Source: an optimization exercise on an open RTL-to-GDS flow (aim: small area and a short achievable clock period). Production flows keep margins and buffers that such runs may drop. At most, simulation tests tie the RTL to the original design; equivalence was not proved. Function not checked in run 2: the RTL went through the layout flow alone. Power is estimated from default activity; no workload was simulated.

## flow/design.v (module list and top-level ports; edited modules follow where they fit)
// module bxor: 3 lines
// module bmaj: 3 lines
// module bpp: 3 lines
// module bsel: 3 lines
// module bseln: 3 lines
// module bppn: 3 lines
// module baoi: 3 lines
// module boai: 3 lines
// module bnand: 3 lines
// module bnor: 3 lines
// module bxnor: 3 lines
// module pipelined_boothe_multiplier: 6133 lines
module pipelined_boothe_multiplier #(
    parameter WIDTH = 32
) (
    input clk,
    input reset,
    input en,
    input [WIDTH - 1: 0] md,
    input [WIDTH - 1: 0] mr,
    output [(2 * WIDTH) - 1: 0] s_result
);
  // ...
==> flow/run.sh <==
#!/bin/bash
# synth_recipe.tcl (not shown) runs the flow's synth.tcl, then flattens the netlist and writes it again
# the make line also repeats each setting of config.mk as NAME=value (left out here)
make -C /OpenROAD-flow-scripts/flow DESIGN_CONFIG=/design/flow/config.mk WORK_HOME=/design/flow/orfs CLKGATE_MAP_FILE= SYNTH_SCRIPT=/design/flow/synth_recipe.tcl finish
==> flow/config.mk <==
export PLATFORM = sky130hd
export DESIGN_NAME = pipelined_boothe_multiplier
export DESIGN_NICKNAME = pipelined_boothe_multiplier
export VERILOG_FILES = /design/flow/design.v
export SDC_FILE = /design/flow/constraint.sdc
export NUM_CORES = 4
export LEC_CHECK = 0
export CAP_MARGIN = 20
export CORE_MARGIN = 2
export CORE_UTILIZATION = 60
export CTS_BUF_LIST = sky130_fd_sc_hd__clkbuf_16 sky130_fd_sc_hd__clkbuf_8
export CTS_CLUSTER_DIAMETER = 100
export CTS_CLUSTER_SIZE = 24
export PLACE_DENSITY = 0.7
export SETUP_SLACK_MARGIN = 2.85
export SLEW_MARGIN = 20
export SYNTH_HIERARCHICAL = 1
export SYNTH_MINIMUM_KEEP_SIZE = 0
export TNS_END_PERCENT = 60
==> flow/constraint.sdc <==
create_clock -name core_clock -period 5.0 [get_ports {clk}]
set_input_delay 1.0000 -clock core_clock [delete_from_list [all_inputs] [get_ports {clk}]]
set_output_delay 1.0000 -clock core_clock [all_outputs]
set_load 0.01 [all_outputs]
==> out/summary.txt, run 1 <==
Worst Hold Class: flip-flop to flip-flop
Post-Layout Cell Count: 7665
CTS Buf Count: 108
1st-iter DRT viols: 1546
placeable core area: 0.1238 mm²
slowest stage delay, CP: 0.33 ns
deepest clock path buffer count: 3
Syn Area/Cell: 12.98 µm²
layout sequential cell count: 2345
worst r2r path cells: 6
CP endpoint kind: output pin
CTS clk-pin slew, worst paths: 0.09 ns
setup TNS: 0 ns
Seq/Total Area, Yosys: 62.61%
Synth Warn #: 7
met2 Use GR: 34.07%
NetSw: 19.88 mW
final hold violations: 0
H-tree levels: 3
status: finished clean
final core utilization: 66.22%
buffering overhead: 1.329%
Worst Tran Pin Value: 0.7568 ns
register area: 0.04736 mm²
Stages on worst setup path: 1
Top Registers: s3 (152), s4 (152), s2 (150)
vias per inst: 5.070
CTS tree: yes
synthesized net count: 5871
filler instances: 9213
final setup vio count: 0
GRT overflow: 0
Nets: 6108
Routed WL: 122.5 mm
highest routed layer: met5
cell accounting for the most synthesized area: dfxtp_1
number of detailed-route iterations in the first pass: 5
initial antenna violation count: 2
Seq pwr share: 50.0%
metal3 WL: 4.237 mm
Clock power frac: 15.2%
==> run 2: changes to the inputs <==
--- a/flow/design.v
+++ b/flow/design.v
@@ -5382,747 +5382,306 @@
   baoi uq2819 (.a(g2741), .b(x2742), .c(s5[24]), .y(q2819));
   wire q2820;
-  baoi uq2820 (.a(g2743), .b(x2744), .c(g2741), .y(q2820));
+  baoi uq2820 (.a(g2745), .b(x2746), .c(g2743), .y(q2820));
   wire q2821;
-  bnand uq2821 (.a(x2744), .b(x2742), .y(q2821));
+  bnand uq2821 (.a(x2746), .b(x2744), .y(q2821));
   wire q2822;
-  baoi uq2822 (.a(g2745), .b(x2746), .c(g2743), .y(q2822));
+  baoi uq2822 (.a(g2749), .b(x2750), .c(g2747), .y(q2822));
   wire q2823;
-  bnand uq2823 (.a(x2746), .b(x2744), .y(q2823));
+  bnand uq2823 (.a(x2750), .b(x2748), .y(q2823));
   wire q2824;
-  baoi uq2824 (.a(g2747), .b(x2748), .c(g2745), .y(q2824));
+  baoi uq2824 (.a(g2753), .b(x2754), .c(g2751), .y(q2824));
   wire q2825;
-  bnand uq2825 (.a(x2748), .b(x2746), .y(q2825));
+  bnand uq2825 (.a(x2754), .b(x2752), .y(q2825));
   wire q2826;
-  baoi uq2826 (.a(g2749), .b(x2750), .c(g2747), .y(q2826));
+  baoi uq2826 (.a(g2757), .b(x2758), .c(g2755), .y(q2826));
   wire q2827;
-  bnand uq2827 (.a(x2750), .b(x2748), .y(q2827));
+  bnand uq2827 (.a(x2758), .b(x2756), .y(q2827));
   wire q2828;
-  baoi uq2828 (.a(g2751), .b(x2752), .c(g2749), .y(q2828));
+  baoi uq2828 (.a(g2761), .b(x2762), .c(g2759), .y(q2828));
   wire q2829;
-  bnand uq2829 (.a(x2752), .b(x2750), .y(q2829));
+  bnand uq2829 (.a(x2762), .b(x2760), .y(q2829));
   wire q2830;
-  baoi uq2830 (.a(g2753), .b(x2754), .c(g2751), .y(q2830));
+  baoi uq2830 (.a(g2765), .b(x2766), .c(g2763), .y(q2830));
   wire q2831;
-  bnand uq2831 (.a(x2754), .b(x2752), .y(q2831));
+  bnand uq2831 (.a(x2766), .b(x2764), .y(q2831));
   wire q2832;
-  baoi uq2832 (.a(g2755), .b(x2756), .c(g2753), .y(q2832));
+  baoi uq2832 (.a(g2769), .b(x2770), .c(g2767), .y(q2832));
   wire q2833;
-  bnand uq2833 (.a(x2756), .b(x2754), .y(q2833));
+  bnand uq2833 (.a(x2770), .b(x2768), .y(q2833));
   wire q2834;
-  baoi uq2834 (.a(g2757), .b(x2758), .c(g2755), .y(q2834));
+  baoi uq2834 (.a(g2773), .b(x2774), .c(g2771), .y(q2834));
   wire q2835;
-  bnand uq2835 (.a(x2758), .b(x2756), .y(q2835));
+  bnand uq2835 (.a(x2774), .b(x2772), .y(q2835));
   wire q2836;
-  baoi uq2836 (.a(g2759), .b(x2760), .c(g2757), .y(q2836));
+  baoi uq2836 (.a(g2777), .b(x2778), .c(g2775), .y(q2836));
   wire q2837;
-  bnand uq2837 (.a(x2760), .b(x2758), .y(q2837));
+  bnand uq2837 (.a(x2778), .b(x2776), .y(q2837));
   wire q2838;
-  baoi uq2838 (.a(g2761), .b(x2762), .c(g2759), .y(q2838));
+  baoi uq2838 (.a(g2781), .b(x2782), .c(g2779), .y(q2838));
   wire q2839;
-  bnand uq2839 (.a(x2762), .b(x2760), .y(q2839));
+  bnand uq2839 (.a(x2782), .b(x2780), .y(q2839));
   wire q2840;
-  baoi uq2840 (.a(g2763), .b(x2764), .c(g2761), .y(q2840));
+  baoi uq2840 (.a(g2785), .b(x2786), .c(g2783), .y(q2840));
   wire q2841;
-  bnand uq2841 (.a(x2764), .b(x2762), .y(q2841));
+  bnand uq2841 (.a(x2786), .b(x2784), .y(q2841));
   wire q2842;
-  baoi uq2842 (.a(g2765), .b(x2766), .c(g2763), .y(q2842));
+  baoi uq2842 (.a(g2789), .b(x2790), .c(g2787), .y(q2842));
   wire q2843;
-  bnand uq2843 (.a(x2766), .b(x2764), .y(q2843));
+  bnand uq2843 (.a(x2790), .b(x2788), .y(q2843));
   wire q2844;
-  baoi uq2844 (.a(g2767), .b(x2768), .c(g2765), .y(q2844));
+  baoi uq2844 (.a(g2793), .b(x2794), .c(g2791), .y(q2844));
   wire q2845;
-  bnand uq2845 (.a(x2768), .b(x2766), .y(q2845));
+  bnand uq2845 (.a(x2794), .b(x2792), .y(q2845));
   wire q2846;
-  baoi uq2846 (.a(g2769), .b(x2770), .c(g2767), .y(q2846));
+  baoi uq2846 (.a(g2797), .b(x2798), .c(g2795), .y(q2846));
   wire q2847;
-  bnand uq2847 (.a(x2770), .b(x2768), .y(q2847));
+  bnand uq2847 (.a(x2798), .b(x2796), .y(q2847));
   wire q2848;
-  baoi uq2848 (.a(g2771), .b(x2772), .c(g2769), .y(q2848));
+  baoi uq2848 (.a(g2801), .b(x2802), .c(g2799), .y(q2848));
   wire q2849;
-  bnand uq2849 (.a(x2772), .b(x2770), .y(q2849));
+  bnand uq2849 (.a(x2802), .b(x2800), .y(q2849));
   wire q2850;
-  baoi uq2850 (.a(g2773), .b(x2774), .c(g2771), .y(q2850));
+  baoi uq2850 (.a(g2805), .b(x2806), .c(g2803), .y(q2850));
   wire q2851;
-  bnand uq2851 (.a(x2774), .b(x2772), .y(q2851));
+  bnand uq2851 (.a(x2806), .b(x2804), .y(q2851));
   wire q2852;
-  baoi uq2852 (.a(g2775), .b(x2776), .c(g2773), .y(q2852));
+  baoi uq2852 (.a(g2809), .b(x2810), .c(g2807), .y(q2852));
   wire q2853;
-  bnand uq2853 (.a(x2776), .b(x2774), .y(q2853));
+  bnand uq2853 (.a(x2810), .b(x2808), .y(q2853));
   wire q2854;
-  baoi uq2854 (.a(g2777), .b(x2778), .c(g2775), .y(q2854));
+  baoi uq2854 (.a(g2813), .b(x2814), .c(g2811), .y(q2854));
   wire q2855;
-  bnand uq2855 (.a(x2778), .b(x2776), .y(q2855));
+  bnand uq2855 (.a(x2814), .b(x2812), .y(q2855));
   wire q2856;
-  baoi uq2856 (.a(g2779), .b(x2780), .c(g2777), .y(q2856));
+  baoi uq2856 (.a(g2817), .b(x2818), .c(g2815), .y(q2856));
   wire q2857;
-  bnand uq2857 (.a(x2780), .b(x2778), .y(q2857));
+  bnand uq2857 (.a(x2818), .b(x2816), .y(q2857));
   wire q2858;
-  baoi uq2858 (.a(g2781), .b(x2782), .c(g2779), .y(q2858));
+  boai uq2858 (.a(q2820), .b(q2821), .c(q2819), .y(q2858));
   wire q2859;
-  bnand uq2859 (.a(x2782), .b(x2780), .y(q2859));
+  boai uq2859 (.a(q2824), .b(q2825), .c(q2822), .y(q2859));
   wire q2860;
-  baoi uq2860 (.a(g2783), .b(x2784), .c(g2781), .y(q2860));
+  bnor uq2860 (.a(q2825), .b(q2823), .y(q2860));
   wire q2861;
-  bnand uq2861 (.a(x2784), .b(x2782), .y(q2861));
+  boai uq2861 (.a(q2828), .b(q2829), .c(q2826), .y(q2861));
   wire q2862;
-  baoi uq2862 (.a(g2785), .b(x2786), .c(g2783), .y(q2862));
+  bnor uq2862 (.a(q2829), .b(q2827), .y(q2862));
   wire q2863;
-  bnand uq2863 (.a(x2786), .b(x2784), .y(q2863));
+  boai uq2863 (.a(q2832), .b(q2833), .c(q2830), .y(q2863));
   wire q2864;
-  baoi uq2864 (.a(g2787), .b(x2788), .c(g2785), .y(q2864));
+  bnor uq2864 (.a(q2833), .b(q2831), .y(q2864));
   wire q2865;
-  bnand uq2865 (.a(x2788), .b(x2786), .y(q2865));
+  boai uq2865 (.a(q2836), .b(q2837), .c(q2834), .y(q2865));
   wire q2866;
-  baoi uq2866 (.a(g2789), .b(x2790), .c(g2787), .y(q2866));
+  bnor uq2866 (.a(q2837), .b(q2835), .y(q2866));
   wire q2867;
-  bnand uq2867 (.a(x2790), .b(x2788), .y(q2867));
+  boai uq2867 (.a(q2840), .b(q2841), .c(q2838), .y(q2867));
   wire q2868;
-  baoi uq2868 (.a(g2791), .b(x2792), .c(g2789), .y(q2868));
+  bnor uq2868 (.a(q2841), .b(q2839), .y(q2868));
   wire q2869;
-  bnand uq2869 (.a(x2792), .b(x2790), .y(q2869));
+  boai uq2869 (.a(q2844), .b(q2845), .c(q2842), .y(q2869));
   wire q2870;
-  baoi uq2870 (.a(g2793), .b(x2794), .c(g2791), .y(q2870));
+  bnor uq2870 (.a(q2845), .b(q2843), .y(q2870));
   wire q2871;
-  bnand uq2871 (.a(x2794), .b(x2792), .y(q2871));
+  boai uq2871 (.a(q2848), .b(q2849), .c(q2846), .y(q2871));
   wire q2872;
-  baoi uq2872 (.a(g2795), .b(x2796), .c(g2793), .y(q2872));
+  bnor uq2872 (.a(q2849), .b(q2847), .y(q2872));
   wire q2873;
-  bnand uq2873 (.a(x2796), .b(x2794), .y(q2873));
+  boai uq2873 (.a(q2852), .b(q2853), .c(q2850), .y(q2873));
   wire q2874;
-  baoi uq2874 (.a(g2797), .b(x2798), .c(g2795), .y(q2874));
+  bnor uq2874 (.a(q2853), .b(q2851), .y(q2874));
   wire q2875;
-  bnand uq2875 (.a(x2798), .b(x2796), .y(q2875));
+  boai uq2875 (.a(q2856), .b(q2857), .c(q2854), .y(q2875));
   wire q2876;
-  baoi uq2876 (.a(g2799), .b(x2800), .c(g2797), .y(q2876));
+  bnor uq2876 (.a(q2857), .b(q2855), .y(q2876));
   wire q2877;
-  bnand uq2877 (.a(x2800), .b(x2798), .y(q2877));
+  baoi uq2877 (.a(q2859), .b(q2860), .c(q2858), .y(q2877));
   wire q2878;
-  baoi uq2878 (.a(g2801), .b(x2802), .c(g2799), .y(q2878));
+  baoi uq2878 (.a(q2863), .b(q2864), .c(q2861), .y(q2878));
   wire q2879;
-  bnand uq2879 (.a(x2802), .b(x2800), .y(q2879));
+  bnand uq2879 (.a(q2864), .b(q2862), .y(q2879));
   wire q2880;
-  baoi uq2880 (.a(g2803), .b(x2804), .c(g2801), .y(q2880));
+  baoi uq2880 (.a(q2867), .b(q2868), .c(q2865), .y(q2880));
   wire q2881;
-  bnand uq2881 (.a(x2804), .b(x2802), .y(q2881));
+  bnand uq2881 (.a(q2868), .b(q2866), .y(q2881));
   wire q2882;
-  baoi uq2882 (.a(g2805), .b(x2806), .c(g2803), .y(q2882));
+  baoi uq2882 (.a(q2871), .b(q2872), .c(q2869), .y(q2882));
   wire q2883;
-  bnand uq2883 (.a(x2806), .b(x2804), .y(q2883));
+  bnand uq2883 (.a(q2872), .b(q2870), .y(q2883));
   wire q2884;
-  baoi uq2884 (.a(g2807), .b(x2808), .c(g2805), .y(q2884));
+  baoi uq2884 (.a(q2875), .b(q2876), .c(q2873), .y(q2884));
   wire q2885;
-  bnand uq2885 (.a(x2808), .b(x2806), .y(q2885));
+  bnand uq2885 (.a(q2876), .b(q2874), .y(q2885));
   wire q2886;
-  baoi uq2886 (.a(g2809), .b(x2810), .c(g2807), .y(q2886));
+  boai uq2886 (.a(q2878), .b(q2879), .c(q2877), .y(q2886));
   wire q2887;
-  bnand uq2887 (.a(x2810), .b(x2808), .y(q2887));
+  boai uq2887 (.a(q2882), .b(q2883), .c(q2880), .y(q2887));
   wire q2888;
-  baoi uq2888 (.a(g2811), .b(x2812), .c(g2809), .y(q2888));
+  bnor uq2888 (.a(q2883), .b(q2881), .y(q2888));
   wire q2889;
-  bnand uq2889 (.a(x2812), .b(x2810), .y(q2889));
-  wire q2890;
-  baoi uq2890 (.a(g2813), .b(x2814), .c(g2811), .y(q2890));
+  baoi uq2889 (.a(q2887), .b(q2888), .c(q2886), .y(q2889));
+  wire pv2890 = ~q2886;
   wire q2891;
-  bnand uq2891 (.a(x2814), .b(x2812), .y(q2891));
+  boai uq2891 (.a(q2880), .b(q2881), .c(pv2890), .y(q2891));
   wire q2892;
-  baoi uq2892 (.a(g2815), .b(x2816), .c(g2813), .y(q2892));
-  wire q2893;
-  bnand uq2893 (.a(x2816), .b(x2814), .y(q2893));
+  boai uq2892 (.a(q2884), .b(q2885), .c(q2889), .y(q2892));
+  wire pv2893 = ~q2877;
   wire q2894;
-  baoi uq2894 (.a(g2817), .b(x2818), .c(g2815), .y(q2894));
+  baoi uq2894 (.a(q2861), .b(q2862), .c(pv2893), .y(q2894));
   wire q2895;
-  bnand uq2895 (.a(x2818), .b(x2816), .y(q2895));
+  baoi uq2895 (.a(q2865), .b(q2866), .c(q2886), .y(q2895));
   wire q2896;
-  bnand uq2896 (.a(s5[103]), .b(g2817), .y(q2896));
-  wire q2897;
-  bnand uq2897 (.a(s5[103]), .b(x2818), .y(q2897));
-  wire pv2898 = ~s5[24];
-  wire q2899;
-  boai uq2899 (.a(q2820), .b(q2821), .c(pv2898), .y(q2899));
+  baoi uq2896 (.a(q2869), .b(q2870), .c(q2891), .y(q2896));
+  wire pv2897 = ~q2889;
+  wire q2898;
+  baoi uq2898 (.a(q2873), .b(q2874), .c(pv2897), .y(q2898));
+  wire pv2899 = ~q2858;
   wire q2900;
-  boai uq2900 (.a(q2822), .b(q2823), .c(q2819), .y(q2900));
+  boai uq2900 (.a(q2822), .b(q2823), .c(pv2899), .y(q2900));
   wire q2901;
-  boai uq2901 (.a(q2824), .b(q2825), .c(q2820), .y(q2901));
+  boai uq2901 (.a(q2826), .b(q2827), .c(q2877), .y(q2901));
   wire q2902;
-  bnor uq2902 (.a(q2825), .b(q2821), .y(q2902));
-  wire q2903;
-  boai uq2903 (.a(q2826), .b(q2827), .c(q2822), .y(q2903));
+  boai uq2902 (.a(q2830), .b(q2831), .c(q2894), .y(q2902));
+  wire pv2903 = ~q2886;
   wire q2904;
-  bnor uq2904 (.a(q2827), .b(q2823), .y(q2904));
+  boai uq2904 (.a(q2834), .b(q2835), .c(pv2903), .y(q2904));
   wire q2905;
-  boai uq2905 (.a(q2828), .b(q2829), .c(q2824), .y(q2905));
-  wire q2906;
-  bnor uq2906 (.a(q2829), .b(q2825), .y(q2906));
+  boai uq2905 (.a(q2838), .b(q2839), .c(q2895), .y(q2905));
+  wire pv2906 = ~q2891;
   wire q2907;
-  boai uq2907 (.a(q2830), .b(q2831), .c(q2826), .y(q2907));
+  boai uq2907 (.a(q2842), .b(q2843), .c(pv2906), .y(q2907));
   wire q2908;
-  bnor uq2908 (.a(q2831), .b(q2827), .y(q2908));
+  boai uq2908 (.a(q2846), .b(q2847), .c(q2896), .y(q2908));
   wire q2909;
-  boai uq2909 (.a(q2832), .b(q2833), .c(q2828), .y(q2909));
+  boai uq2909 (.a(q2850), .b(q2851), .c(q2889), .y(q2909));
   wire q2910;
-  bnor uq2910 (.a(q2833), .b(q2829), .y(q2910));
-  wire q2911;
-  boai uq2911 (.a(q2834), .b(q2835), .c(q2830), .y(q2911));
+  boai uq2910 (.a(q2854), .b(q2855), .c(q2898), .y(q2910));
+  wire pv2911 = ~q2819;
   wire q2912;
-  bnor uq2912 (.a(q2835), .b(q2831), .y(q2912));
+  baoi uq2912 (.a(g2743), .b(x2744), .c(pv2911), .y(q2912));
   wire q2913;
-  boai uq2913 (.a(q2836), .b(q2837), .c(q2832), .y(q2913));
+  baoi uq2913 (.a(g2747), .b(x2748), .c(q2858), .y(q2913));
   wire q2914;
-  bnor uq2914 (.a(q2837), .b(q2833), .y(q2914));
-  wire q2915;
-  boai uq2915 (.a(q2838), .b(q2839), .c(q2834), .y(q2915));
+  baoi uq2914 (.a(g2751), .b(x2752), .c(q2900), .y(q2914));
+  wire pv2915 = ~q2877;
   wire q2916;
-  bnor uq2916 (.a(q2839), .b(q2835), .y(q2916));
+  baoi uq2916 (.a(g2755), .b(x2756), .c(pv2915), .y(q2916));
   wire q2917;
-  boai uq2917 (.a(q2840), .b(q2841), .c(q2836), .y(q2917));
-  wire q2918;
-  bnor uq2918 (.a(q2841), .b(q2837), .y(q2918));
+  baoi uq2917 (.a(g2759), .b(x2760), .c(q2901), .y(q2917));
+  wire pv2918 = ~q2894;
   wire q2919;
-  boai uq2919 (.a(q2842), .b(q2843), .c(q2838), .y(q2919));
+  baoi uq2919 (.a(g2763), .b(x2764), .c(pv2918), .y(q2919));
   wire q2920;
-  bnor uq2920 (.a(q2843), .b(q2839), .y(q2920));
+  baoi uq2920 (.a(g2767), .b(x2768), .c(q2902), .y(q2920));
   wire q2921;
-  boai uq2921 (.a(q2844), .b(q2845), .c(q2840), .y(q2921));
+  baoi uq2921 (.a(g2771), .b(x2772), .c(q2886), .y(q2921));
   wire q2922;
-  bnor uq2922 (.a(q2845), .b(q2841), .y(q2922));
-  wire q2923;
-  boai uq2923 (.a(q2846), .b(q2847), .c(q2842), .y(q2923));
+  baoi uq2922 (.a(g2775), .b(x2776), .c(q2904), .y(q2922));
+  wire pv2923 = ~q2895;
   wire q2924;
-  bnor uq2924 (.a(q2847), .b(q2843), .y(q2924));
+  baoi uq2924 (.a(g2779), .b(x2780), .c(pv2923), .y(q2924));
   wire q2925;
-  boai uq2925 (.a(q2848), .b(q2849), .c(q2844), .y(q2925));
+  baoi uq2925 (.a(g2783), .b(x2784), .c(q2905), .y(q2925));
   wire q2926;
-  bnor uq2926 (.a(q2849), .b(q2845), .y(q2926));
+  baoi uq2926 (.a(g2787), .b(x2788), .c(q2891), .y(q2926));
   wire q2927;
-  boai uq2927 (.a(q2850), .b(q2851), .c(q2846), .y(q2927));
-  wire q2928;
-  bnor uq2928 (.a(q2851), .b(q2847), .y(q2928));
+  baoi uq2927 (.a(g2791), .b(x2792), .c(q2907), .y(q2927));
+  wire pv2928 = ~q2896;
   wire q2929;
-  boai uq2929 (.a(q2852), .b(q2853), .c(q2848), .y(q2929));
+  baoi uq2929 (.a(g2795), .b(x2796), .c(pv2928), .y(q2929));
   wire q2930;
-  bnor uq2930 (.a(q2853), .b(q2849), .y(q2930));
-  wire q2931;
-  boai uq2931 (.a(q2854), .b(q2855), .c(q2850), .y(q2931));
+  baoi uq2930 (.a(g2799), .b(x2800), .c(q2908), .y(q2930));
+  wire pv2931 = ~q2889;
   wire q2932;
-  bnor uq2932 (.a(q2855), .b(q2851), .y(q2932));
+  baoi uq2932 (.a(g2803), .b(x2804), .c(pv2931), .y(q2932));
   wire q2933;
-  boai uq2933 (.a(q2856), .b(q2857), .c(q2852), .y(q2933));
-  wire q2934;
-  bnor uq2934 (.a(q2857), .b(q2853), .y(q2934));
+  baoi uq2933 (.a(g2807), .b(x2808), .c(q2909), .y(q2933));
+  wire pv2934 = ~q2898;
   wire q2935;
-  boai uq2935 (.a(q2858), .b(q2859), .c(q2854), .y(q2935));
+  baoi uq2935 (.a(g2811), .b(x2812), .c(pv2934), .y(q2935));
   wire q2936;
-  bnor uq2936 (.a(q2859), .b(q2855), .y(q2936));
+  baoi uq2936 (.a(g2815), .b(x2816), .c(q2910), .y(q2936));
   wire q2937;
-  boai uq2937 (.a(q2860), .b(q2861), .c(q2856), .y(q2937));
-  wire q2938;
-  bnor uq2938 (.a(q2861), .b(q2857), .y(q2938));
+  bnand uq2937 (.a(s5[103]), .b(q2892), .y(q2937));
+  wire x2938;
+  bxor ux2938 (.a(x2742), .b(s5[24]), .y(x2938));
   wire q2939;
-  boai uq2939 (.a(q2862), .b(q2863), .c(q2858), .y(q2939));
+  bxnor uq2939 (.a(x2744), .b(q2819), .y(q2939));
   wire q2940;
-  bnor uq2940 (.a(q2863), .b(q2859), .y(q2940));
-  wire q2941;
-  boai uq2941 (.a(q2864), .b(q2865), .c(q2860), .y(q2941));
+  bxnor uq2940 (.a(x2746), .b(q2912), .y(q2940));
+  wire x2941;
+  bxor ux2941 (.a(x2748), .b(q2858), .y(x2941));
   wire q2942;
-  bnor uq2942 (.a(q2865), .b(q2861), .y(q2942));
-  wire q2943;
-  boai uq2943 (.a(q2866), .b(q2867), .c(q2862), .y(q2943));
+  bxnor uq2942 (.a(x2750), .b(q2913), .y(q2942));
+  wire x2943;
+  bxor ux2943 (.a(x2752), .b(q2900), .y(x2943));
   wire q2944;
-  bnor uq2944 (.a(q2867), .b(q2863), .y(q2944));
+  bxnor uq2944 (.a(x2754), .b(q2914), .y(q2944));
   wire q2945;
-  boai uq2945 (.a(q2868), .b(q2869), .c(q2864), .y(q2945));
+  bxnor uq2945 (.a(x2756), .b(q2877), .y(q2945));
   wire q2946;
-  bnor uq2946 (.a(q2869), .b(q2865), .y(q2946));
-  wire q2947;
-  boai uq2947 (.a(q2870), .b(q2871), .c(q2866), .y(q2947));
+  bxnor uq2946 (.a(x2758), .b(q2916), .y(q2946));
+  wire x2947;
+  bxor ux2947 (.a(x2760), .b(q2901), .y(x2947));
   wire q2948;
-  bnor uq2948 (.a(q2871), .b(q2867), .y(q2948));
+  bxnor uq2948 (.a(x2762), .b(q2917), .y(q2948));
   wire q2949;
-  boai uq2949 (.a(q2872), .b(q2873), .c(q2868), .y(q2949));
+  bxnor uq2949 (.a(x2764), .b(q2894), .y(q2949));
   wire q2950;
-  bnor uq2950 (.a(q2873), .b(q2869), .y(q2950));
-  wire q2951;
-  boai uq2951 (.a(q2874), .b(q2875), .c(q2870), .y(q2951));
+  bxnor uq2950 (.a(x2766), .b(q2919), .y(q2950));
+  wire x2951;
+  bxor ux2951 (.a(x2768), .b(q2902), .y(x2951));
   wire q2952;
-  bnor uq2952 (.a(q2875), .b(q2871), .y(q2952));
-  wire q2953;
-  boai uq2953 (.a(q2876), .b(q2877), .c(q2872), .y(q2953));
+  bxnor uq2952 (.a(x2770), .b(q2920), .y(q2952));
+  wire x2953;
+  bxor ux2953 (.a(x2772), .b(q2886), .y(x2953));
   wire q2954;
-  bnor uq2954 (.a(q2877), .b(q2873), .y(q2954));
-  wire q2955;
-  boai uq2955 (.a(q2878), .b(q2879), .c(q2874), .y(q2955));
+  bxnor uq2954 (.a(x2774), .b(q2921), .y(q2954));
+  wire x2955;
+  bxor ux2955 (.a(x2776), .b(q2904), .y(x2955));
   wire q2956;
-  bnor uq2956 (.a(q2879), .b(q2875), .y(q2956));
+  bxnor uq2956 (.a(x2778), .b(q2922), .y(q2956));
   wire q2957;
-  boai uq2957 (.a(q2880), .b(q2881), .c(q2876), .y(q2957));
+  bxnor uq2957 (.a(x2780), .b(q2895), .y(q2957));
   wire q2958;
-  bnor uq2958 (.a(q2881), .b(q2877), .y(q2958));
-  wire q2959;
-  boai uq2959 (.a(q2882), .b(q2883), .c(q2878), .y(q2959));
+  bxnor uq2958 (.a(x2782), .b(q2924), .y(q2958));
+  wire x2959;
+  bxor ux2959 (.a(x2784), .b(q2905), .y(x2959));
   wire q2960;
-  bnor uq2960 (.a(q2883), .b(q2879), .y(q2960));
-  wire q2961;
-  boai uq2961 (.a(q2884), .b(q2885), .c(q2880), .y(q2961));
+  bxnor uq2960 (.a(x2786), .b(q2925), .y(q2960));
+  wire x2961;
+  bxor ux2961 (.a(x2788), .b(q2891), .y(x2961));
   wire q2962;
-  bnor uq2962 (.a(q2885), .b(q2881), .y(q2962));
-  wire q2963;
-  boai uq2963 (.a(q2886), .b(q2887), .c(q2882), .y(q2963));
+  bxnor uq2962 (.a(x2790), .b(q2926), .y(q2962));
+  wire x2963;
+  bxor ux2963 (.a(x2792), .b(q2907), .y(x2963));
   wire q2964;
-  bnor uq2964 (.a(q2887), .b(q2883), .y(q2964));
+  bxnor uq2964 (.a(x2794), .b(q2927), .y(q2964));
   wire q2965;
-  boai uq2965 (.a(q2888), .b(q2889), .c(q2884), .y(q2965));
+  bxnor uq2965 (.a(x2796), .b(q2896), .y(q2965));
   wire q2966;
-  bnor uq2966 (.a(q2889), .b(q2885), .y(q2966));
-  wire q2967;
-  boai uq2967 (.a(q2890), .b(q2891), .c(q2886), .y(q2967));
+  bxnor uq2966 (.a(x2798), .b(q2929), .y(q2966));
+  wire x2967;
+  bxor ux2967 (.a(x2800), .b(q2908), .y(x2967));
   wire q2968;
-  bnor uq2968 (.a(q2891), .b(q2887), .y(q2968));
+  bxnor uq2968 (.a(x2802), .b(q2930), .y(q2968));
   wire q2969;
-  boai uq2969 (.a(q2892), .b(q2893), .c(q2888), .y(q2969));
+  bxnor uq2969 (.a(x2804), .b(q2889), .y(q2969));
   wire q2970;
-  bnor uq2970 (.a(q2893), .b(q2889), .y(q2970));
-  wire q2971;
-  boai uq2971 (.a(q2894), .b(q2895), .c(q2890), .y(q2971));
+  bxnor uq2970 (.a(x2806), .b(q2932), .y(q2970));
+  wire x2971;
+  bxor ux2971 (.a(x2808), .b(q2909), .y(x2971));
   wire q2972;
-  bnor uq2972 (.a(q2895), .b(q2891), .y(q2972));
+  bxnor uq2972 (.a(x2810), .b(q2933), .y(q2972));
   wire q2973;
-  boai uq2973 (.a(q2896), .b(q2897), .c(q2892), .y(q2973));
+  bxnor uq2973 (.a(x2812), .b(q2898), .y(q2973));
   wire q2974;
-  bnor uq2974 (.a(q2897), .b(q2893), .y(q2974));
-  wire q2975;
-  baoi uq2975 (.a(q2901), .b(q2902), .c(s5[24]), .y(q2975));
-  wire pv2976 = ~q2819;
-  wire q2977;
-  baoi uq2977 (.a(q2903), .b(q2904), .c(pv2976), .y(q2977));
-  wire q2978;
-  baoi uq2978 (.a(q2905), .b(q2906), .c(q2899), .y(q2978));
-  wire q2979;
-  baoi uq2979 (.a(q2907), .b(q2908), .c(q2900), .y(q2979));
-  wire q2980;
-  baoi uq2980 (.a(q2909), .b(q2910), .c(q2901), .y(q2980));
-  wire q2981;
-  bnand uq2981 (.a(q2910), .b(q2902), .y(q2981));
-  wire q2982;
-  baoi uq2982 (.a(q2911), .b(q2912), .c(q2903), .y(q2982));
-  wire q2983;
-  bnand uq2983 (.a(q2912), .b(q2904), .y(q2983));
-  wire q2984;
-  baoi uq2984 (.a(q2913), .b(q2914), .c(q2905), .y(q2984));
-  wire q2985;
-  bnand uq2985 (.a(q2914), .b(q2906), .y(q2985));
-  wire q2986;
-  baoi uq2986 (.a(q2915), .b(q2916), .c(q2907), .y(q2986));
-  wire q2987;
-  bnand uq2987 (.a(q2916), .b(q2908), .y(q2987));
-  wire q2988;
-  baoi uq2988 (.a(q2917), .b(q2918), .c(q2909), .y(q2988));
-  wire q2989;
-  bnand uq2989 (.a(q2918), .b(q2910), .y(q2989));
-  wire q2990;
-  baoi uq2990 (.a(q2919), .b(q2920), .c(q2911), .y(q2990));
-  wire q2991;
-  bnand uq2991 (.a(q2920), .b(q2912), .y(q2991));
-  wire q2992;
-  baoi uq2992 (.a(q2921), .b(q2922), .c(q2913), .y(q2992));
-  wire q2993;
-  bnand uq2993 (.a(q2922), .b(q2914), .y(q2993));
-  wire q2994;
-  baoi uq2994 (.a(q2923), .b(q2924), .c(q2915), .y(q2994));
-  wire q2995;
-  bnand uq2995 (.a(q2924), .b(q2916), .y(q2995));
-  wire q2996;
-  baoi uq2996 (.a(q2925), .b(q2926), .c(q2917), .y(q2996));
-  wire q2997;
-  bnand uq2997 (.a(q2926), .b(q2918), .y(q2997));
-  wire q2998;
-  baoi uq2998 (.a(q2927), .b(q2928), .c(q2919), .y(q2998));
-  wire q2999;
-  bnand uq2999 (.a(q2928), .b(q2920), .y(q2999));
-  wire q3000;
-  baoi uq3000 (.a(q2929), .b(q2930), .c(q2921), .y(q3000));
-  wire q3001;
-  bnand uq3001 (.a(q2930), .b(q2922), .y(q3001));
-  wire q3002;
-  baoi uq3002 (.a(q2931), .b(q2932), .c(q2923), .y(q3002));
-  wire q3003;
-  bnand uq3003 (.a(q2932), .b(q2924), .y(q3003));
-  wire q3004;
-  baoi uq3004 (.a(q2933), .b(q2934), .c(q2925), .y(q3004));
-  wire q3005;
-  bnand uq3005 (.a(q2934), .b(q2926), .y(q3005));
-  wire q3006;
-  baoi uq3006 (.a(q2935), .b(q2936), .c(q2927), .y(q3006));
-  wire q3007;
-  bnand uq3007 (.a(q2936), .b(q2928), .y(q3007));
-  wire q3008;
-  baoi uq3008 (.a(q2937), .b(q2938), .c(q2929), .y(q3008));
-  wire q3009;
-  bnand uq3009 (.a(q2938), .b(q2930), .y(q3009));
-  wire q3010;
-  baoi uq3010 (.a(q2939), .b(q2940), .c(q2931), .y(q3010));
-  wire q3011;
-  bnand uq3011 (.a(q2940), .b(q2932), .y(q3011));
-  wire q3012;
-  baoi uq3012 (.a(q2941), .b(q2942), .c(q2933), .y(q3012));
-  wire q3013;
-  bnand uq3013 (.a(q2942), .b(q2934), .y(q3013));
-  wire q3014;
-  baoi uq3014 (.a(q2943), .b(q2944), .c(q2935), .y(q3014));
-  wire q3015;
-  bnand uq3015 (.a(q2944), .b(q2936), .y(q3015));
-  wire q3016;
-  baoi uq3016 (.a(q2945), .b(q2946), .c(q2937), .y(q3016));
-  wire q3017;
-  bnand uq3017 (.a(q2946), .b(q2938), .y(q3017));
-  wire q3018;
-  baoi uq3018 (.a(q2947), .b(q2948), .c(q2939), .y(q3018));
-  wire q3019;
-  bnand uq3019 (.a(q2948), .b(q2940), .y(q3019));
-  wire q3020;
-  baoi uq3020 (.a(q2949), .b(q2950), .c(q2941), .y(q3020));
-  wire q3021;
-  bnand uq3021 (.a(q2950), .b(q2942), .y(q3021));
-  wire q3022;
-  baoi uq3022 (.a(q2951), .b(q2952), .c(q2943), .y(q3022));
-  wire q3023;
-  bnand uq3023 (.a(q2952), .b(q2944), .y(q3023));
-  wire q3024;
-  baoi uq3024 (.a(q2953), .b(q2954), .c(q2945), .y(q3024));
-  wire q3025;
-  bnand uq3025 (.a(q2954), .b(q2946), .y(q3025));
-  wire q3026;
-  baoi uq3026 (.a(q2955), .b(q2956), .c(q2947), .y(q3026));
-  wire q3027;
-  bnand uq3027 (.a(q2956), .b(q2948), .y(q3027));
-  wire q3028;
-  baoi uq3028 (.a(q2957), .b(q2958), .c(q2949), .y(q3028));
-  wire q3029;
-  bnand uq3029 (.a(q2958), .b(q2950), .y(q3029));
-  wire q3030;
-  baoi uq3030 (.a(q2959), .b(q2960), .c(q2951), .y(q3030));
-  wire q3031;
-  bnand uq3031 (.a(q2960), .b(q2952), .y(q3031));
-  wire q3032;
-  baoi uq3032 (.a(q2961), .b(q2962), .c(q2953), .y(q3032));
-  wire q3033;
-  bnand uq3033 (.a(q2962), .b(q2954), .y(q3033));
-  wire q3034;
-  baoi uq3034 (.a(q2963), .b(q2964), .c(q2955), .y(q3034));
-  wire q3035;
-  bnand uq3035 (.a(q2964), .b(q2956), .y(q3035));
-  wire q3036;
-  baoi uq3036 (.a(q2965), .b(q2966), .c(q2957), .y(q3036));
-  wire q3037;
-  bnand uq3037 (.a(q2966), .b(q2958), .y(q3037));
-  wire q3038;
-  baoi uq3038 (.a(q2967), .b(q2968), .c(q2959), .y(q3038));
-  wire q3039;
-  bnand uq3039 (.a(q2968), .b(q2960), .y(q3039));
-  wire q3040;
-  baoi uq3040 (.a(q2969), .b(q2970), .c(q2961), .y(q3040));
-  wire q3041;
-  bnand uq3041 (.a(q2970), .b(q2962), .y(q3041));
-  wire q3042;
-  baoi uq3042 (.a(q2971), .b(q2972), .c(q2963), .y(q3042));
-  wire q3043;
-  bnand uq3043 (.a(q2972), .b(q2964), .y(q3043));
-  wire q3044;
-  baoi uq3044 (.a(q2973), .b(q2974), .c(q2965), .y(q3044));
-  wire q3045;
-  bnand uq3045 (.a(q2974), .b(q2966), .y(q3045));
-  wire pv3046 = ~s5[24];
-  wire q3047;
-  boai uq3047 (.a(q2980), .b(q2981), .c(pv3046), .y(q3047));
-  wire q3048;
-  boai uq3048 (.a(q2982), .b(q2983), .c(q2819), .y(q3048));
-  wire pv3049 = ~q2899;
-  wire q3050;
-  boai uq3050 (.a(q2984), .b(q2985), .c(pv3049), .y(q3050));
-  wire pv3051 = ~q2900;
-  wire q3052;
-  boai uq3052 (.a(q2986), .b(q2987), .c(pv3051), .y(q3052));
-  wire q3053;
-  boai uq3053 (.a(q2988), .b(q2989), .c(q2975), .y(q3053));
-  wire q3054;
-  boai uq3054 (.a(q2990), .b(q2991), .c(q2977), .y(q3054));
-  wire q3055;
-  boai uq3055 (.a(q2992), .b(q2993), .c(q2978), .y(q3055));
-  wire q3056;
-  boai uq3056 (.a(q2994), .b(q2995), .c(q2979), .y(q3056));
-  wire q3057;
-  boai uq3057 (.a(q2996), .b(q2997), .c(q2980), .y(q3057));
-  wire q3058;
-  bnor uq3058 (.a(q2997), .b(q2981), .y(q3058));
-  wire q3059;
-  boai uq3059 (.a(q2998), .b(q2999), .c(q2982), .y(q3059));
-  wire q3060;
-  bnor uq3060 (.a(q2999), .b(q2983), .y(q3060));
-  wire q3061;
-  boai uq3061 (.a(q3000), .b(q3001), .c(q2984), .y(q3061));
-  wire q3062;
-  bnor uq3062 (.a(q3001), .b(q2985), .y(q3062));
-  wire q3063;
-  boai uq3063 (.a(q3002), .b(q3003), .c(q2986), .y(q3063));
-  wire q3064;
-  bnor uq3064 (.a(q3003), .b(q2987), .y(q3064));
-  wire q3065;
-  boai uq3065 (.a(q3004), .b(q3005), .c(q2988), .y(q3065));
-  wire q3066;
-  bnor uq3066 (.a(q3005), .b(q2989), .y(q3066));
-  wire q3067;
-  boai uq3067 (.a(q3006), .b(q3007), .c(q2990), .y(q3067));
-  wire q3068;
-  bnor uq3068 (.a(q3007), .b(q2991), .y(q3068));
-  wire q3069;
-  boai uq3069 (.a(q3008), .b(q3009), .c(q2992), .y(q3069));
-  wire q3070;
-  bnor uq3070 (.a(q3009), .b(q2993), .y(q3070));
-  wire q3071;
-  boai uq3071 (.a(q3010), .b(q3011), .c(q2994), .y(q3071));
-  wire q3072;
-  bnor uq3072 (.a(q3011), .b(q2995), .y(q3072));
-  wire q3073;
-  boai uq3073 (.a(q3012), .b(q3013), .c(q2996), .y(q3073));
-  wire q3074;
-  bnor uq3074 (.a(q3013), .b(q2997), .y(q3074));
-  wire q3075;
-  boai uq3075 (.a(q3014), .b(q3015), .c(q2998), .y(q3075));
-  wire q3076;
-  bnor uq3076 (.a(q3015), .b(q2999), .y(q3076));
-  wire q3077;
-  boai uq3077 (.a(q3016), .b(q3017), .c(q3000), .y(q3077));
-  wire q3078;
-  bnor uq3078 (.a(q3017), .b(q3001), .y(q3078));
-  wire q3079;
-  boai uq3079 (.a(q3018), .b(q3019), .c(q3002), .y(q3079));
-  wire q3080;
-  bnor uq3080 (.a(q3019), .b(q3003), .y(q3080));
-  wire q3081;
-  boai uq3081 (.a(q3020), .b(q3021), .c(q3004), .y(q3081));
-  wire q3082;
-  bnor uq3082 (.a(q3021), .b(q3005), .y(q3082));
-  wire q3083;
-  boai uq3083 (.a(q3022), .b(q3023), .c(q3006), .y(q3083));
-  wire q3084;
-  bnor uq3084 (.a(q3023), .b(q3007), .y(q3084));
-  wire q3085;
-  boai uq3085 (.a(q3024), .b(q3025), .c(q3008), .y(q3085));
-  wire q3086;
-  bnor uq3086 (.a(q3025), .b(q3009), .y(q3086));
-  wire q3087;
-  boai uq3087 (.a(q3026), .b(q3027), .c(q3010), .y(q3087));
-  wire q3088;
-  bnor uq3088 (.a(q3027), .b(q3011), .y(q3088));
-  wire q3089;
-  boai uq3089 (.a(q3028), .b(q3029), .c(q3012), .y(q3089));
-  wire q3090;
-  bnor uq3090 (.a(q3029), .b(q3013), .y(q3090));
-  wire q3091;
-  boai uq3091 (.a(q3030), .b(q3031), .c(q3014), .y(q3091));
-  wire q3092;
-  bnor uq3092 (.a(q3031), .b(q3015), .y(q3092));
-  wire q3093;
-  boai uq3093 (.a(q3032), .b(q3033), .c(q3016), .y(q3093));
-  wire q3094;
-  bnor uq3094 (.a(q3033), .b(q3017), .y(q3094));
-  wire q3095;
-  boai uq3095 (.a(q3034), .b(q3035), .c(q3018), .y(q3095));
-  wire q3096;
-  bnor uq3096 (.a(q3035), .b(q3019), .y(q3096));
-  wire q3097;
-  boai uq3097 (.a(q3036), .b(q3037), .c(q3020), .y(q3097));
-  wire q3098;
-  bnor uq3098 (.a(q3037), .b(q3021), .y(q3098));
-  wire q3099;
-  boai uq3099 (.a(q3038), .b(q3039), .c(q3022), .y(q3099));
-  wire q3100;
-  bnor uq3100 (.a(q3039), .b(q3023), .y(q3100));
-  wire q3101;
-  boai uq3101 (.a(q3040), .b(q3041), .c(q3024), .y(q3101));
-  wire q3102;
-  bnor uq3102 (.a(q3041), .b(q3025), .y(q3102));
-  wire q3103;
-  boai uq3103 (.a(q3042), .b(q3043), .c(q3026), .y(q3103));
-  wire q3104;
-  bnor uq3104 (.a(q3043), .b(q3027), .y(q3104));
-  wire q3105;
-  boai uq3105 (.a(q3044), .b(q3045), .c(q3028), .y(q3105));
-  wire q3106;
-  bnor uq3106 (.a(q3045), .b(q3029), .y(q3106));
-  wire q3107;
-  baoi uq3107 (.a(q3057), .b(q3058), .c(s5[24]), .y(q3107));
-  wire pv3108 = ~q2819;
-  wire q3109;
-  baoi uq3109 (.a(q3059), .b(q3060), .c(pv3108), .y(q3109));
-  wire q3110;
-  baoi uq3110 (.a(q3061), .b(q3062), .c(q2899), .y(q3110));
-  wire q3111;
-  baoi uq3111 (.a(q3063), .b(q3064), .c(q2900), .y(q3111));
-  wire pv3112 = ~q2975;
-  wire q3113;
-  baoi uq3113 (.a(q3065), .b(q3066), .c(pv3112), .y(q3113));
-  wire pv3114 = ~q2977;
-  wire q3115;
-  baoi uq3115 (.a(q3067), .b(q3068), .c(pv3114), .y(q3115));
-  wire pv3116 = ~q2978;
-  wire q3117;
-  baoi uq3117 (.a(q3069), .b(q3070), .c(pv3116), .y(q3117));
-  wire pv3118 = ~q2979;
-  wire q3119;
-  baoi uq3119 (.a(q3071), .b(q3072), .c(pv3118), .y(q3119));
-  wire q3120;
-  baoi uq3120 (.a(q3073), .b(q3074), .c(q3047), .y(q3120));
-  wire q3121;
-  baoi uq3121 (.a(q3075), .b(q3076), .c(q3048), .y(q3121));
-  wire q3122;
-  baoi uq3122 (.a(q3077), .b(q3078), .c(q3050), .y(q3122));
-  wire q3123;
-  baoi uq3123 (.a(q3079), .b(q3080), .c(q3052), .y(q3123));
-  wire q3124;
-  baoi uq3124 (.a(q3081), .b(q3082), .c(q3053), .y(q3124));
-  wire q3125;
-  baoi uq3125 (.a(q3083), .b(q3084), .c(q3054), .y(q3125));
-  wire q3126;
-  baoi uq3126 (.a(q3085), .b(q3086), .c(q3055), .y(q3126));
-  wire q3127;
-  baoi uq3127 (.a(q3087), .b(q3088), .c(q3056), .y(q3127));
-  wire q3128;
-  baoi uq3128 (.a(q3089), .b(q3090), .c(q3057), .y(q3128));
-  wire q3129;
-  bnand uq3129 (.a(q3090), .b(q3058), .y(q3129));
-  wire q3130;
-  baoi uq3130 (.a(q3091), .b(q3092), .c(q3059), .y(q3130));
-  wire q3131;
-  bnand uq3131 (.a(q3092), .b(q3060), .y(q3131));
-  wire q3132;
-  baoi uq3132 (.a(q3093), .b(q3094), .c(q3061), .y(q3132));
-  wire q3133;
-  bnand uq3133 (.a(q3094), .b(q3062), .y(q3133));
-  wire q3134;
-  baoi uq3134 (.a(q3095), .b(q3096), .c(q3063), .y(q3134));
-  wire q3135;
-  bnand uq3135 (.a(q3096), .b(q3064), .y(q3135));
-  wire q3136;
-  baoi uq3136 (.a(q3097), .b(q3098), .c(q3065), .y(q3136));
-  wire q3137;
-  bnand uq3137 (.a(q3098), .b(q3066), .y(q3137));
-  wire q3138;
-  baoi uq3138 (.a(q3099), .b(q3100), .c(q3067), .y(q3138));
-  wire q3139;
-  bnand uq3139 (.a(q3100), .b(q3068), .y(q3139));
-  wire q3140;
-  baoi uq3140 (.a(q3101), .b(q3102), .c(q3069), .y(q3140));
-  wire q3141;
-  bnand uq3141 (.a(q3102), .b(q3070), .y(q3141));
-  wire q3142;
-  baoi uq3142 (.a(q3103), .b(q3104), .c(q3071), .y(q3142));
-  wire q3143;
-  bnand uq3143 (.a(q3104), .b(q3072), .y(q3143));
-  wire q3144;
-  baoi uq3144 (.a(q3105), .b(q3106), .c(q3073), .y(q3144));
-  wire q3145;
-  bnand uq3145 (.a(q3106), .b(q3074), .y(q3145));
-  wire pv3146 = ~s5[24];
-  wire q3147;
-  boai uq3147 (.a(q3128), .b(q3129), .c(pv3146), .y(q3147));
-  wire q3148;
-  boai uq3148 (.a(q3130), .b(q3131), .c(q2819), .y(q3148));
-  wire pv3149 = ~q2899;
-  wire q3150;
-  boai uq3150 (.a(q3132), .b(q3133), .c(pv3149), .y(q3150));
-  wire pv3151 = ~q2900;
-  wire q3152;
-  boai uq3152 (.a(q3134), .b(q3135), .c(pv3151), .y(q3152));
-  wire q3153;
-  boai uq3153 (.a(q3136), .b(q3137), .c(q2975), .y(q3153));
-  wire q3154;
-  boai uq3154 (.a(q3138), .b(q3139), .c(q2977), .y(q3154));
-  wire q3155;
-  boai uq3155 (.a(q3140), .b(q3141), .c(q2978), .y(q3155));
-  wire q3156;
-  boai uq3156 (.a(q3142), .b(q3143), .c(q2979), .y(q3156));
-  wire pv3157 = ~q3047;
-  wire q3158;
-  boai uq3158 (.a(q3144), .b(q3145), .c(pv3157), .y(q3158));
-  wire x3159;
-  bxor ux3159 (.a(x2742), .b(s5[24]), .y(x3159));
-  wire q3160;
-  bxnor uq3160 (.a(x2744), .b(q2819), .y(q3160));
-  wire x3161;
-  bxor ux3161 (.a(x2746), .b(q2899), .y(x3161));
-  wire x3162;
-  bxor ux3162 (.a(x2748), .b(q2900), .y(x3162));
-  wire q3163;
-  bxnor uq3163 (.a(x2750), .b(q2975), .y(q3163));
-  wire q3164;
-  bxnor uq3164 (.a(x2752), .b(q2977), .y(q3164));
-  wire q3165;
-  bxnor uq3165 (.a(x2754), .b(q2978), .y(q3165));
-  wire q3166;
-  bxnor uq3166 (.a(x2756), .b(q2979), .y(q3166));
-  wire x3167;
-  bxor ux3167 (.a(x2758), .b(q3047), .y(x3167));
-  wire x3168;
-  bxor ux3168 (.a(x2760), .b(q3048), .y(x3168));
-  wire x3169;
-  bxor ux3169 (.a(x2762), .b(q3050), .y(x3169));
-  wire x3170;
-  bxor ux3170 (.a(x2764), .b(q3052), .y(x3170));
-  wire x3171;
-  bxor ux3171 (.a(x2766), .b(q3053), .y(x3171));
-  wire x3172;
-  bxor ux3172 (.a(x2768), .b(q3054), .y(x3172));
-  wire x3173;
-  bxor ux3173 (.a(x2770), .b(q3055), .y(x3173));
-  wire x3174;
-  bxor ux3174 (.a(x2772), .b(q3056), .y(x3174));
-  wire q3175;
-  bxnor uq3175 (.a(x2774), .b(q3107), .y(q3175));
-  wire q3176;
-  bxnor uq3176 (.a(x2776), .b(q3109), .y(q3176));
-  wire q3177;
-  bxnor uq3177 (.a(x2778), .b(q3110), .y(q3177));
-  wire q3178;
-  bxnor uq3178 (.a(x2780), .b(q3111), .y(q3178));
-  wire q3179;
-  bxnor uq3179 (.a(x2782), .b(q3113), .y(q3179));
-  wire q3180;
-  bxnor uq3180 (.a(x2784), .b(q3115), .y(q3180));
-  wire q3181;
-  bxnor uq3181 (.a(x2786), .b(q3117), .y(q3181));
-  wire q3182;
-  bxnor uq3182 (.a(x2788), .b(q3119), .y(q3182));
-  wire q3183;
-  bxnor uq3183 (.a(x2790), .b(q3120), .y(q3183));
-  wire q3184;
-  bxnor uq3184 (.a(x2792), .b(q3121), .y(q3184));
-  wire q3185;
-  bxnor uq3185 (.a(x2794), .b(q3122), .y(q3185));
-  wire q3186;
-  bxnor uq3186 (.a(x2796), .b(q3123), .y(q3186));
-  wire q3187;
-  bxnor uq3187 (.a(x2798), .b(q3124), .y(q3187));
-  wire q3188;
-  bxnor uq3188 (.a(x2800), .b(q3125), .y(q3188));
-  wire q3189;
-  bxnor uq3189 (.a(x2802), .b(q3126), .y(q3189));
-  wire q3190;
-  bxnor uq3190 (.a(x2804), .b(q3127), .y(q3190));
-  wire x3191;
-  bxor ux3191 (.a(x2806), .b(q3147), .y(x3191));
-  wire x3192;
-  bxor ux3192 (.a(x2808), .b(q3148), .y(x3192));
-  wire x3193;
-  bxor ux3193 (.a(x2810), .b(q3150), .y(x3193));
-  wire x3194;
-  bxor ux3194 (.a(x2812), .b(q3152), .y(x3194));
-  wire x3195;
-  bxor ux3195 (.a(x2814), .b(q3153), .y(x3195));
-  wire x3196;
-  bxor ux3196 (.a(x2816), .b(q3154), .y(x3196));
-  wire x3197;
-  bxor ux3197 (.a(x2818), .b(q3155), .y(x3197));
-  wire x3198;
-  bxor ux3198 (.a(s5[103]), .b(q3156), .y(x3198));
+  bxnor uq2974 (.a(x2814), .b(q2935), .y(q2974));
+  wire x2975;
+  bxor ux2975 (.a(x2816), .b(q2910), .y(x2975));
+  wire q2976;
+  bxnor uq2976 (.a(x2818), .b(q2936), .y(q2976));
+  wire x2977;
+  bxor ux2977 (.a(s5[103]), .b(q2892), .y(x2977));
   always @(posedge clk) s1 <= {mr[31], mr[30], mr[29], mr[28], mr[27], mr[26], mr[25], mr[24], mr[23], mr[22], mr[21], mr[20], mr[19], mr[18], mr[17], mr[16], mr[15], mr[14], mr[13], mr[12], mr[11], mr[10], mr[9], mr[8], mr[7], bnegn40, btwon39, bonen38, bneg37, btwo36, bone35, bnegn34, btwon33, bonen32, bneg31, btwo30, bone29, bnegn28, btwon27, bonen26, bneg25, btwo24, bone23, bnegn22, btwon21, bonen20, bneg19, btwo18, bone17, md[16], md[15], md[14], md[13], md[12], md[11], md[10], md[9], md[8], md[7], md[6], md[5], md[4], md[3], md[2], md[1], md[0], mdn16, mdn15, mdn14, mdn13, mdn12, mdn11, mdn10, mdn9, mdn8, mdn7, mdn6, mdn5, mdn4, mdn3, mdn2, mdn1};
   always @(posedge clk) s2 <= {s1[81], s1[80], s1[79], s1[78], s1[77], s1[76], s1[75], s1[74], s1[73], s1[72], s1[71], s1[70], s1[69], s1[68], s1[67], s1[66], s1[65], bnegn580, btwon579, bonen578, bneg577, btwo576, bone575, bnegn574, btwon573, bonen572, bneg571, btwo570, bone569, bnegn568, btwon567, bonen566, bneg565, btwo564, bone563, bnegn562, btwon561, bonen560, bneg559, btwo558, bone557, s1[15], s1[14], s1[13], s1[12], s1[11], s1[10], s1[9], s1[8], s1[7], s1[6], s1[5], s1[4], s1[3], s1[2], s1[1], s1[0], s1[32], s1[31], s1[30], s1[29], s1[28], s1[27], s1[26], s1[25], s1[24], s1[23], s1[22], s1[21], s1[20], s1[19], s1[18], s1[17], s1[16], pi304, q301, q555, hn556, x554, q552, q549, x551, x548, q546, x545, q543, x542, q540, x539, q537, x536, q534, x533, q531, x530, q528, x527, q525, x524, q522, x521, q519, x518, q516, x515, q513, x512, q510, x509, q507, x506, q504, x503, q501, x500, q498, x497, q495, x494, q492, x491, q489, x488, q486, x485, q483, x482, q480, x479, q477, x476, q474, x473, q471, x470, q468, x467, q465, x464, q462, x461, q459, x458, hc456, x455, hc454, x453, pp107, q43, pp41, s1[35]};
@@ -6130,5 +5689,5 @@
   always @(posedge clk) s4 <= {s3[152], bnegn2036, btwon2035, bonen2034, bneg2033, btwo2032, bone2031, bnegn2030, btwon2029, bonen2028, bneg2027, btwo2026, bone2025, bnegn2024, btwon2023, bonen2022, bneg2021, btwo2020, bone2019, bnegn2018, btwon2017, bonen2016, bneg2015, btwo2014, bone2013, s3[119], s3[118], s3[117], s3[116], s3[115], s3[114], s3[113], s3[112], s3[111], s3[110], s3[109], s3[108], s3[107], s3[106], s3[105], s3[104], s3[103], s3[102], s3[101], s3[100], s3[99], s3[98], s3[97], s3[96], s3[95], s3[94], s3[93], s3[92], s3[91], s3[90], s3[89], s3[88], s3[87], pi1572, q1569, q2011, hn2012, x2010, q2008, q2005, x2007, x2004, q2002, x2001, q1999, x1998, q1996, x1995, q1993, x1992, q1990, x1989, q1987, x1986, q1984, x1983, q1981, x1980, q1978, x1977, q1975, x1974, q1972, x1971, q1969, x1968, q1966, x1965, q1963, x1962, q1960, x1959, q1957, x1956, q1954, x1953, q1951, x1950, q1948, x1947, q1945, x1944, q1942, x1941, q1939, x1938, q1936, x1935, q1933, x1932, q1930, x1929, q1927, x1926, q1924, x1923, q1921, x1920, q1918, x1917, q1915, x1914, q1912, x1911, q1909, x1908, q1906, x1905, hc1903, x1902, pp1309, ra1573[9], ra1573[8], ra1573[7], ra1573[6], ra1573[5], ra1573[4], ra1573[3], ra1573[2], ra1573[1], s3[7], s3[6], s3[5], s3[4], s3[3], s3[2], s3[1], s3[0]};
   always @(posedge clk) s5 <= {1'b1, pi2300, q2297, q2739, hn2740, x2738, q2736, q2733, x2735, x2732, q2730, x2729, q2727, x2726, q2724, x2723, q2721, x2720, q2718, x2717, q2715, x2714, q2712, x2711, q2709, x2708, q2706, x2705, q2703, x2702, q2700, x2699, q2697, x2696, q2694, x2693, q2691, x2690, q2688, x2687, q2685, x2684, q2682, x2681, q2679, x2678, q2676, x2675, q2673, x2672, q2670, x2669, q2667, x2666, q2664, x2663, q2661, x2660, q2658, x2657, q2655, x2654, q2652, x2651, q2649, x2648, q2646, x2645, q2643, x2642, q2640, x2639, q2637, x2636, q2634, x2633, hc2631, x2630, pp2037, ra2301[9], ra2301[8], ra2301[7], ra2301[6], ra2301[5], ra2301[4], ra2301[3], ra2301[2], ra2301[1], s4[15], s4[14], s4[13], s4[12], s4[11], s4[10], s4[9], s4[8], s4[7], s4[6], s4[5], s4[4], s4[3], s4[2], s4[1], s4[0]};
-  always @(posedge clk) s6 <= {x3197, x3196, x3195, x3194, x3193, x3192, x3191, q3190, q3189, q3188, q3187, q3186, q3185, q3184, q3183, q3182, q3181, q3180, q3179, q3178, q3177, q3176, q3175, x3174, x3173, x3172, x3171, x3170, x3169, x3168, x3167, q3166, q3165, q3164, q3163, x3162, x3161, q3160, x3159, s5[23], s5[22], s5[21], s5[20], s5[19], s5[18], s5[17], s5[16], s5[15], s5[14], s5[13], s5[12], s5[11], s5[10], s5[9], s5[8], s5[7], s5[6], s5[5], s5[4], s5[3], s5[2], s5[1], s5[0]};
+  always @(posedge clk) s6 <= {q2976, x2975, q2974, q2973, q2972, x2971, q2970, q2969, q2968, x2967, q2966, q2965, q2964, x2963, q2962, x2961, q2960, x2959, q2958, q2957, q2956, x2955, q2954, x2953, q2952, x2951, q2950, q2949, q2948, x2947, q2946, q2945, q2944, x2943, q2942, x2941, q2940, q2939, x2938, s5[23], s5[22], s5[21], s5[20], s5[19], s5[18], s5[17], s5[16], s5[15], s5[14], s5[13], s5[12], s5[11], s5[10], s5[9], s5[8], s5[7], s5[6], s5[5], s5[4], s5[3], s5[2], s5[1], s5[0]};
   always @(posedge clk) s7 <= {s6[62], s6[61], s6[60], s6[59], s6[58], s6[57], s6[56], s6[55], s6[54], s6[53], s6[52], s6[51], s6[50], s6[49], s6[48], s6[47], s6[46], s6[45], s6[44], s6[43], s6[42], s6[41], s6[40], s6[39], s6[38], s6[37], s6[36], s6[35], s6[34], s6[33], s6[32], s6[31], s6[30], s6[29], s6[28], s6[27], s6[26], s6[25], s6[24], s6[23], s6[22], s6[21], s6[20], s6[19], s6[18], s6[17], s6[16], s6[15], s6[14], s6[13], s6[12], s6[11], s6[10], s6[9], s6[8], s6[7], s6[6], s6[5], s6[4], s6[3], s6[2], s6[1], s6[0]};
   always @(posedge clk) s8 <= {s7[62], s7[61], s7[60], s7[59], s7[58], s7[57], s7[56], s7[55], s7[54], s7[53], s7[52], s7[51], s7[50], s7[49], s7[48], s7[47], s7[46], s7[45], s7[44], s7[43], s7[42], s7[41], s7[40], s7[39], s7[38], s7[37], s7[36], s7[35], s7[34], s7[33], s7[32], s7[31], s7[30], s7[29], s7[28], s7[27], s7[26], s7[25], s7[24], s7[23], s7[22], s7[21], s7[20], s7[19], s7[18], s7[17], s7[16], s7[15], s7[14], s7[13], s7[12], s7[11], s7[10], s7[9], s7[8], s7[7], s7[6], s7[5], s7[4], s7[3], s7[2], s7[1], s7[0]};
--- a/flow/config.mk
+++ b/flow/config.mk
@@ -9,11 +9,9 @@
 export CORE_MARGIN = 2
 export CORE_UTILIZATION = 60
-export CTS_BUF_LIST = sky130_fd_sc_hd__clkbuf_16 sky130_fd_sc_hd__clkbuf_8
 export CTS_CLUSTER_DIAMETER = 100
-export CTS_CLUSTER_SIZE = 24
+export CTS_CLUSTER_SIZE = 30
 export PLACE_DENSITY = 0.7
-export SETUP_SLACK_MARGIN = 2.85
+export SETUP_SLACK_MARGIN = 2.8
 export SLEW_MARGIN = 20
 export SYNTH_HIERARCHICAL = 1
 export SYNTH_MINIMUM_KEEP_SIZE = 0
-export TNS_END_PERCENT = 60
==> out/summary.txt, run 2 <==
FF-to-FF Start: s5[37]
Die Y: 354.9 µm
CTS tree: yes
clk sinks: 2345
Synth cell types: 44
initial antenna violation count: 3 (+1)
met2 Use GR: 33.80% (-0.26 points)
worst r2r path cells: 12 (+6)
Syn Area/Cell: 13.24 µm² (+2.0%)
CP required: 5.63 ns
clock latency at the later pin of the worst-skew pair: 0.73 ns
Routed WL: 118.0 mm (-3.6%)
Crit Path Class: flip-flop to flip-flop
worst slack, placed: 2.190 ns
wire per inst: 15.79 µm
synthesized net count: 5674 (-3.4%)
Seq/Total Area, Yosys: 63.54% (+0.93 points)
met1 Use GR: 22.78%
setup TNS: 0 ns (unchanged)
leading cell type in the layout, fill and taps excluded: dfxtp_1
most frequent cells in the layout: dfxtp_1, xor2_1, maj3_2, xnor2_1
area grow syn2layout: 9.355%
CTS Buf Count: 91 (-16%)
fraction of registers with async set or reset after synthesis: 0%
slowest stage delay, CP: 0.35 ns (+0.02 ns)
Max Freq: 0.4601 GHz
Via Count: 37.68k
number of detailed-route iterations in the first pass: 5 (unchanged)
synthesized area: 0.07388 mm²
Synth Register Bits: 2345
Synth Flop Type: dfxtp_1
Nets: 5926 (-3.0%)
final hold violations: 0 (unchanged)
CTS Hold Buffers Added: 0
clk_skew: 0.04230 ns
Post-synth top cells: dfxtp_1, xor2_1, maj3_2
Max-slew headroom: 52.21%
maxcap violations: 0
Slowest-stage cell, CP: dfxtp_2
H-tree levels: 3 (unchanged)
CP endpoint kind: flip-flop
Max Fanout on Critical Path: 3
GPL Wtd Cong: 0.8579
Worst Tran Pin Value: 0.7103 ns (-0.04649 ns)
Synth Warn #: 7 (unchanged)
CP bufs+invs: 2
most used cell, CP: a21oi_4
share of cells above drive strength 1: 16.44%
max-slew violations: 0
final setup vio count: 0 (unchanged)
GR peak layer: met2
GRT overflow: 0 (unchanged)
largest net degree at the start of global routing: 64
number of global-route vias before repair: 37.24k
CTS clk-pin slew, worst paths: 0.10 ns (about the same)
largest cells by area after synthesis: dfxtp_1, xor2_1, maj3_2
flop-to-flop setup slack: 2.83 ns
status: finished clean
PwrDens: 735.9 mW/mm²
RSZ-0062 raised after global routing: yes
instance count of the mapped netlist: 5579
Top Ports: 131
vias per inst: 5.039 (-0.61%)
hold path endpoint: s31[29]
Horiz. Die Dim: 354.9 µm
first-pass GRT wire length: 191.4 mm
IO buf count: 129
Top Registers: s3 (152), s4 (152), s2 (150)
Post-Layout Cell Count: 7477 (-2.5%)
Worst Hold Class: flip-flop to flip-flop
final worst slack: 2.826 ns
Reg-to-Reg End: s6[62]
antenna viol nets, final: 0
Post-synth EDFFs: 0
placeable core area: 0.1220 mm² (-1.4%)
Root Driver: clkbuf_16
1st-iter DRT viols: 1782 (+15%)
# DRC: 0
Rows: 128
Total GRT Usage: 18.63%
Initial Util: 60.54%
final worst-path cycle share: 43.47%
crit path launch type: flip-flop
Worst VDD drop: 461.6 µV
HP Start: s30[29]
die area: 0.1260 mm²
GRT met3 Usage: 2.174%
placed cells: 7334
crit-path leading delay family: compound AO/OA/AOI/OAI gates
min Tclk post-route: 2.174 ns
hold depth: 0
deepest clock path buffer count: 3 (unchanged)
cell with the most instances after synthesis: dfxtp_1
CP arrival: 2.80 ns
cell accounting for the most synthesized area: dfxtp_1
Synth top area share: 63.54%
crit path cell chain: xor2_2, a21oi_2, o21ai_4, a21oi_4, o21ai_4, buf_6, a21oi_4, inv_2, a21oi_4, o21ai_2, a21oi_2, xnor2_1
Pleak: 33.20 nW
DP Wirelength: 83.43 mm
## run 2: cell count changes after synthesis, moves of 6 or more
cell and change:
nand2_1 -54, clkbuf_1 +6, nor2_1 -49, inv_1 +11
a21oi_2 -47, o21ai_1 -56, a211oi_2 -6
## run 2: worst reg2reg max path: stages, from the launching register on
cell	delay [ns]
dfxtp_2	0.35
xor2_2	0.20
a21oi_2	0.22
o21ai_4	0.10
a21oi_4	0.21
o21ai_4	0.12
buf_6	0.14
a21oi_4	0.17
inv_2	0.08
a21oi_4	0.17
o21ai_2	0.09
a21oi_2	0.13
xnor2_1	0.12
## run 2: timing repair
action | in CTS | in global routing
resized for setup | 404 | 200
setup endpoints to repair | 300 | 168
buffers inserted | 11 | 18
pin swaps | 12 | 30
## run 2: worst max path at each step
stage / startpoint / to / slack (ns) / depth (start not counted)
global placement: s5[27] / s6[54] / 2.25 / 11
floorplan: s5[25] / s6[54] / 2.79 / 11
finish: s5[37] / s6[62] / 2.83 / 12
detailed placement: s5[28] / s6[54] / 2.19 / 11
global route: s5[37] / s6[62] / 2.68 / 12
CTS: s5[25] / s6[62] / 2.73 / 12
## run 2: final cells by class
| cell class | instances | area (µm²) |
|---|---|---|
| Timing Repair Buffer | 167 | 1373 |
| Clock inverter | 20 | 307.8 |
| Antenna cell | 2 | 5.005 |
| Sequential cell | 2345 | 47320 |
| Multi-Input combinational cell | 3110 | 27010 |
| Fill cell | 9082 | 41240 |
| Clock buffer | 92 | 2302 |
| Inverter | 116 | 435.4 |
| Tap cell | 1625 | 2033 |
## run 2: power by group
group | internal [mW] | leakage, nW | switching, mW
Sequential | 27.6 | 19.8 | 2.93
Clock | 3.53 | 1.27 | 5.25
Combinational | 9.54 | 12.1 | 10.6
Total | 40.7 | 33.2 | 18.8
## run 2: cell families after synthesis
| group | share of synthesized area [%] |
|---|---|
| adder cells (fa/ha/maj) | 7.064 |
| flip-flops | 63.54 |
| AND/OR/NAND/NOR | 2.891 |
| buffers and inverters | 0.6334 |
| multiplexers | 0.02710 |
| AO/OA/AOI/OAI | 6.485 |
| XOR/XNOR | 19.36 |
## run 2: through the flow
stage | total power, mW | hold WS [ns] | util [%] | cell area [µm²]
floorplan | 46.03 | 0.3096 | - | 73900
global placement | 49.77 | 0.3095 | 63.32 | 77280
detailed placement | 50.44 | 0.3121 | 63.32 | 77280
CTS | 59.62 | 0.3223 | 65.61 | 80060
global route | 63.53 | 0.3264 | 66.20 | 80790
finish | 59.46 | 0.3232 | 66.20 | 80790
## run 2: Yosys stat by module (local to each module, per instance), excerpt
module,flops+latches,area [µm²],times used,cells inside
bxnor,0,8.758,282,1
bnand,0,3.754,21,1
bsel,0,8.758,256,1
boai,0,5.005,21,1
baoi,0,8.758,47,1
bmaj,0,11.26,431,1
bxor,0,8.758,1300,1
pipelined_boothe_multiplier,2345,50700,1,2956
bseln,0,6.256,256,1
## run 2: layer usage
layer | vias up | wire length (µm)
met3 | 180 | 3672
met1 | 17980 | 51880
met4 | 2 | 3229
li1 | 19000 | -
met5 | - | 7
met2 | 514 | 59240

==> re-timing with driven ports <==
No port has a modelled driver above. Below, the same layouts with a new extraction and two added sets of constraints.
Step 1: set_driving_cell puts a clkbuf_16 on clk and a buf_2 on each other input, an assumption about the parent block.
Step 2 adds t to the input delays and takes it off the output delays; t is the mean of the earliest and latest rising clock arrival at the registers after step 1. Input paths then give back, and output paths get back, about the clock's delay inside the block.
a / b / c = ideal ports / drivers / drivers and shift; a / b = the first two.
| run | shift t [ns] | setup WS [ns] | worst setup path after step 2 | clock arrival spread, ns | worst register clock-pin slew, ns |
|---|---|---|---|---|---|
| run 1 | 0.780 | 2.823 / 2.754 / 2.517 | input to register | 0.061 / 0.061 | 0.09 / 0.09 |
| run 2 | 0.778 | 2.826 / 2.772 / 2.537 | input to register | 0.053 / 0.053 | 0.11 / 0.11 |
After both steps setup and hold are still met in every run listed. For run 1, which loses most, drivers alone change the setup slack by -0.069 ns; drivers and shift together by -0.306 ns.
